This design comes from an exercise in tuning for small area and few clock cycles per item on the open sky130 flow, not from production work.
Function was checked by simulation only, so behaviour that the tests miss may differ from the original.
No activity file was given, so power comes from the tool's default toggle rates.

==> flow/design.v <==
module IS42S16320D(
  input            ipClk,  
  input            ipReset,
  input      [24:0]ipAddress,
  input      [ 1:0]ipByteEnable,
  output reg       opWaitRequest,
  input      [15:0]ipWriteData,
  input            ipWrite,
  input            ipRead,
  output reg [15:0]opReadData,
  output reg       opReadDataValid,
  output           opCKE,
  output reg       opnCS,
  output reg       opnRAS,
  output reg       opnCAS,
  output reg       opnWE,
  output reg [12:0]opA,
  output reg [ 1:0]opBA,
  output reg [ 1:0]opDQM,
  output reg [15:0]opDQ,
  output reg       opDQ_en,
  input      [15:0]ipDQ
);
assign opCKE = 1'b1;
reg [ 9:0]RefreshCount;  
reg       RefreshReq;
reg [ 4:0]InitCount;     
reg [ 2:0]Wait;          
reg [ 1:0]RasWait;       
reg [ 3:0]BankOpen;
reg [12:0]RowOpen;
reg [ 3:0]ReadPipe;      
wire Tick     = RefreshCount[9] & RefreshCount[8];
wire Ready    = InitCount[4] & InitCount[3] & InitCount[0];
wire InitRef  = InitCount[4] & ~InitCount[3];
wire InitMRS  = InitCount[4] & InitCount[3] & ~InitCount[0];
wire Request  = ipRead | ipWrite;
wire [1:0]Bank = ipAddress[11:10];
wire RowHit   = ipAddress[24:12] == RowOpen;
wire AnyOpen  = |BankOpen;
wire BankHit  = BankOpen[Bank] & RowHit;
wire NoWait   = ~|Wait;
wire RefMode  = InitRef | (Ready & RefreshReq);
wire Serve    = Ready & ~RefreshReq & Request;
wire WriteOk  = ~ReadPipe[2] & ~ReadPipe[3] & (~ReadPipe[0] | &ipByteEnable);
wire DoRW  = Serve & BankHit & NoWait & (ipRead | WriteOk);
wire DoAct = Serve & ~BankHit & (~AnyOpen | RowHit) & NoWait;
wire DoPre = (RefMode | InitMRS | (Serve & ~RowHit)) & AnyOpen & NoWait &
             ~|RasWait;
wire DoRef = RefMode & ~AnyOpen & NoWait;
wire DoMRS = InitMRS & ~AnyOpen & NoWait;
always @(*) begin
  opWaitRequest   = ~DoRW & (Request | ~Ready);
  opReadData      = ipDQ;
  opReadDataValid = ReadPipe[2];
  opnCS  = 1'b0;
  opnRAS = ~(DoAct | DoPre | DoRef | DoMRS);
  opnCAS = ~(DoRW | DoRef | DoMRS);
  opnWE  = ~((DoRW & ipWrite) | DoPre | DoMRS);
  opBA        = Bank & {2{Ready}};
  opA[12:11]  = ipAddress[24:23] & {2{Ready}};
  opA[10]     = DoPre | (Ready & ~BankHit & ipAddress[22]);
  opA[ 9: 0]  = ~Ready  ? 10'h030 :
                BankHit ? ipAddress[9:0] : ipAddress[21:12];
  opDQ    = ipWriteData;
  opDQM   = ~ipByteEnable & {2{~ReadPipe[0]}};
  opDQ_en = ipWrite & Ready & ~ReadPipe[2] & ~ReadPipe[3];
end
always @(posedge ipClk) begin
  if(ipReset) begin
    RefreshCount <= 0;
    RefreshReq   <= 0;
    InitCount    <= 0;
    Wait         <= 0;
    RasWait      <= 0;
    BankOpen     <= 4'hF;  
    ReadPipe     <= 0;
  end else begin
    RefreshCount <= Tick ? 10'd0 : RefreshCount + 1'b1;
    if(Tick)       RefreshReq <= 1'b1;
    else if(DoRef) RefreshReq <= 1'b0;
    if((Tick & ~InitCount[4]) | (DoRef & InitRef) | DoMRS)
      InitCount <= InitCount + 1'b1;
    if(DoRef)                       Wait <= 3'd5;
    else if(DoAct | DoPre | DoMRS)  Wait <= 3'd1;
    else if(~NoWait)                Wait <= Wait - 1'b1;
    if(DoAct)                RasWait <= 2'd3;
    else if(DoRW & ipWrite)  RasWait <= 2'd1;
    else if(|RasWait)        RasWait <= RasWait - 1'b1;
    if(DoPre)      BankOpen       <= 4'h0;
    else if(DoAct) BankOpen[Bank] <= 1'b1;
    ReadPipe <= {ReadPipe[2:0], DoRW & ipRead};
  end
  if(DoAct) RowOpen <= ipAddress[24:12];
end
endmodule
==> flow/config.mk <==
export PLATFORM = sky130hd
export DESIGN_NAME = IS42S16320D
export DESIGN_NICKNAME = IS42S16320D
export VERILOG_FILES = /design/flow/design.v
export SDC_FILE = /design/flow/constraint.sdc
export NUM_CORES = 4
export LEC_CHECK = 0
export CAP_MARGIN = 20
export CORE_MARGIN = 2
export CORE_UTILIZATION = 40
export SLEW_MARGIN = 20
==> flow/constraint.sdc <==
create_clock -name core_clock -period 10.0 [get_ports {ipClk}]
set_input_delay 2.0000 -clock core_clock [delete_from_list [all_inputs] [get_ports {ipClk}]]
set_output_delay 2.0000 -clock core_clock [all_outputs]
set_load 0.01 [all_outputs]
run.sh (not shown) runs the stock make flow with config.mk's settings and CLKGATE_MAP_FILE= SYNTH_SCRIPT=/design/flow/synth_recipe.tcl, a recipe that flattens the netlist after the stock synthesis.
Testbench counts at the start, summed over its fixed seeds: cycles 79,834, items 24,000.
Then changed:
--- a/flow/design.v
+++ b/flow/design.v
@@ -29,4 +29,6 @@
 reg [ 1:0]RasWait;       
 reg [ 3:0]BankOpen;
+reg [ 3:0]BankCur;       
+reg [ 1:0]LastBank;      
 reg [12:0]RowOpen;
 reg [ 3:0]ReadPipe;      
@@ -39,5 +41,6 @@
 wire RowHit   = ipAddress[24:12] == RowOpen;
 wire AnyOpen  = |BankOpen;
-wire BankHit  = BankOpen[Bank] & RowHit;
+wire BankHit  = BankCur[Bank] & RowHit;
+wire PreOk    = ~|RasWait | (Bank != LastBank);
 wire NoWait   = ~|Wait;
 wire RefMode  = InitRef | (Ready & RefreshReq);
@@ -45,7 +48,8 @@
 wire WriteOk  = ~ReadPipe[2] & ~ReadPipe[3] & (~ReadPipe[0] | &ipByteEnable);
 wire DoRW  = Serve & BankHit & NoWait & (ipRead | WriteOk);
-wire DoAct = Serve & ~BankHit & (~AnyOpen | RowHit) & NoWait;
-wire DoPre = (RefMode | InitMRS | (Serve & ~RowHit)) & AnyOpen & NoWait &
-             ~|RasWait;
+wire DoAct  = Serve & ~BankOpen[Bank] & NoWait;
+wire DoPreB = Serve & BankOpen[Bank] & ~BankHit & NoWait & PreOk;
+wire DoPreA = (RefMode | InitMRS) & AnyOpen & NoWait & ~|RasWait;
+wire DoPre  = DoPreA | DoPreB;
 wire DoRef = RefMode & ~AnyOpen & NoWait;
 wire DoMRS = InitMRS & ~AnyOpen & NoWait;
@@ -60,5 +64,5 @@
   opBA        = Bank & {2{Ready}};
   opA[12:11]  = ipAddress[24:23] & {2{Ready}};
-  opA[10]     = DoPre | (Ready & ~BankHit & ipAddress[22]);
+  opA[10]     = DoPreA | (Ready & ~BankOpen[Bank] & ipAddress[22]);
   opA[ 9: 0]  = ~Ready  ? 10'h030 :
                 BankHit ? ipAddress[9:0] : ipAddress[21:12];
@@ -75,4 +79,5 @@
     RasWait      <= 0;
     BankOpen     <= 4'hF;  
+    BankCur      <= 4'h0;
     ReadPipe     <= 0;
   end else begin
@@ -88,6 +93,16 @@
     else if(DoRW & ipWrite)  RasWait <= 2'd1;
     else if(|RasWait)        RasWait <= RasWait - 1'b1;
-    if(DoPre)      BankOpen       <= 4'h0;
-    else if(DoAct) BankOpen[Bank] <= 1'b1;
+    if(DoPreA) begin
+      BankOpen <= 4'h0;
+      BankCur  <= 4'h0;
+    end else if(DoPreB) begin
+      BankOpen[Bank] <= 1'b0;
+      BankCur [Bank] <= 1'b0;
+    end else if(DoAct) begin
+      BankOpen[Bank] <= 1'b1;
+      if(RowHit) BankCur[Bank] <= 1'b1;
+      else       BankCur       <= 4'h1 << Bank;
+    end
+    if(DoAct | (DoRW & ipWrite)) LastBank <= Bank;
     ReadPipe <= {ReadPipe[2:0], DoRW & ipRead};
   end
After rerunning:
- hold slack gains 12 ps
- total power goes up by roughly a tenth
- count of clock-buffer cells in the layout goes up by 1
- die area goes up by roughly a tenth
- area after synthesis goes up by roughly a tenth
- final area goes up by roughly a tenth
- fmax goes down by a few percent
- via count goes up by a few percent
- routed wire length goes up by a few percent
- combinational power goes up by a little under a tenth
- register-to-register slack loses 180 ps
Testbench counts after the change, summed over its fixed seeds: cycles 74,566, items 24,000.

==> separate check: timing with driven ports <==
No port has a modelled driver above. Below, the same layouts with a new extraction and two added sets of constraints.
Step 1 (the two cells are an assumption about what drives the block):
set clk [get_ports {ipClk}]
set_driving_cell -lib_cell sky130_fd_sc_hd__clkbuf_16 $clk
set_driving_cell -lib_cell sky130_fd_sc_hd__buf_2 [delete_from_list [all_inputs] $clk]
Step 2 times the ports against the registers' clock, not the clock port: input delays grow and output delays shrink by t, the midpoint of the rising clock arrivals with the driver on.
Slacks: ideal / step 1 / step 2; pairs: ideal / step 1.
| run | shift t [ns] | setup slack, ns | worst register clock-pin slew, ns |
|---|---|---|---|
| the first run | 0.318 | 3.029 / 3.006 / 3.006 | 0.08 / 0.08 |
| the second run | 0.323 | 2.867 / 2.846 / 2.846 | 0.09 / 0.09 |
After both steps every run listed still meets setup and hold. For the first run, which loses most, drivers alone change the setup slack by -0.023 ns; drivers and shift together by -0.023 ns.
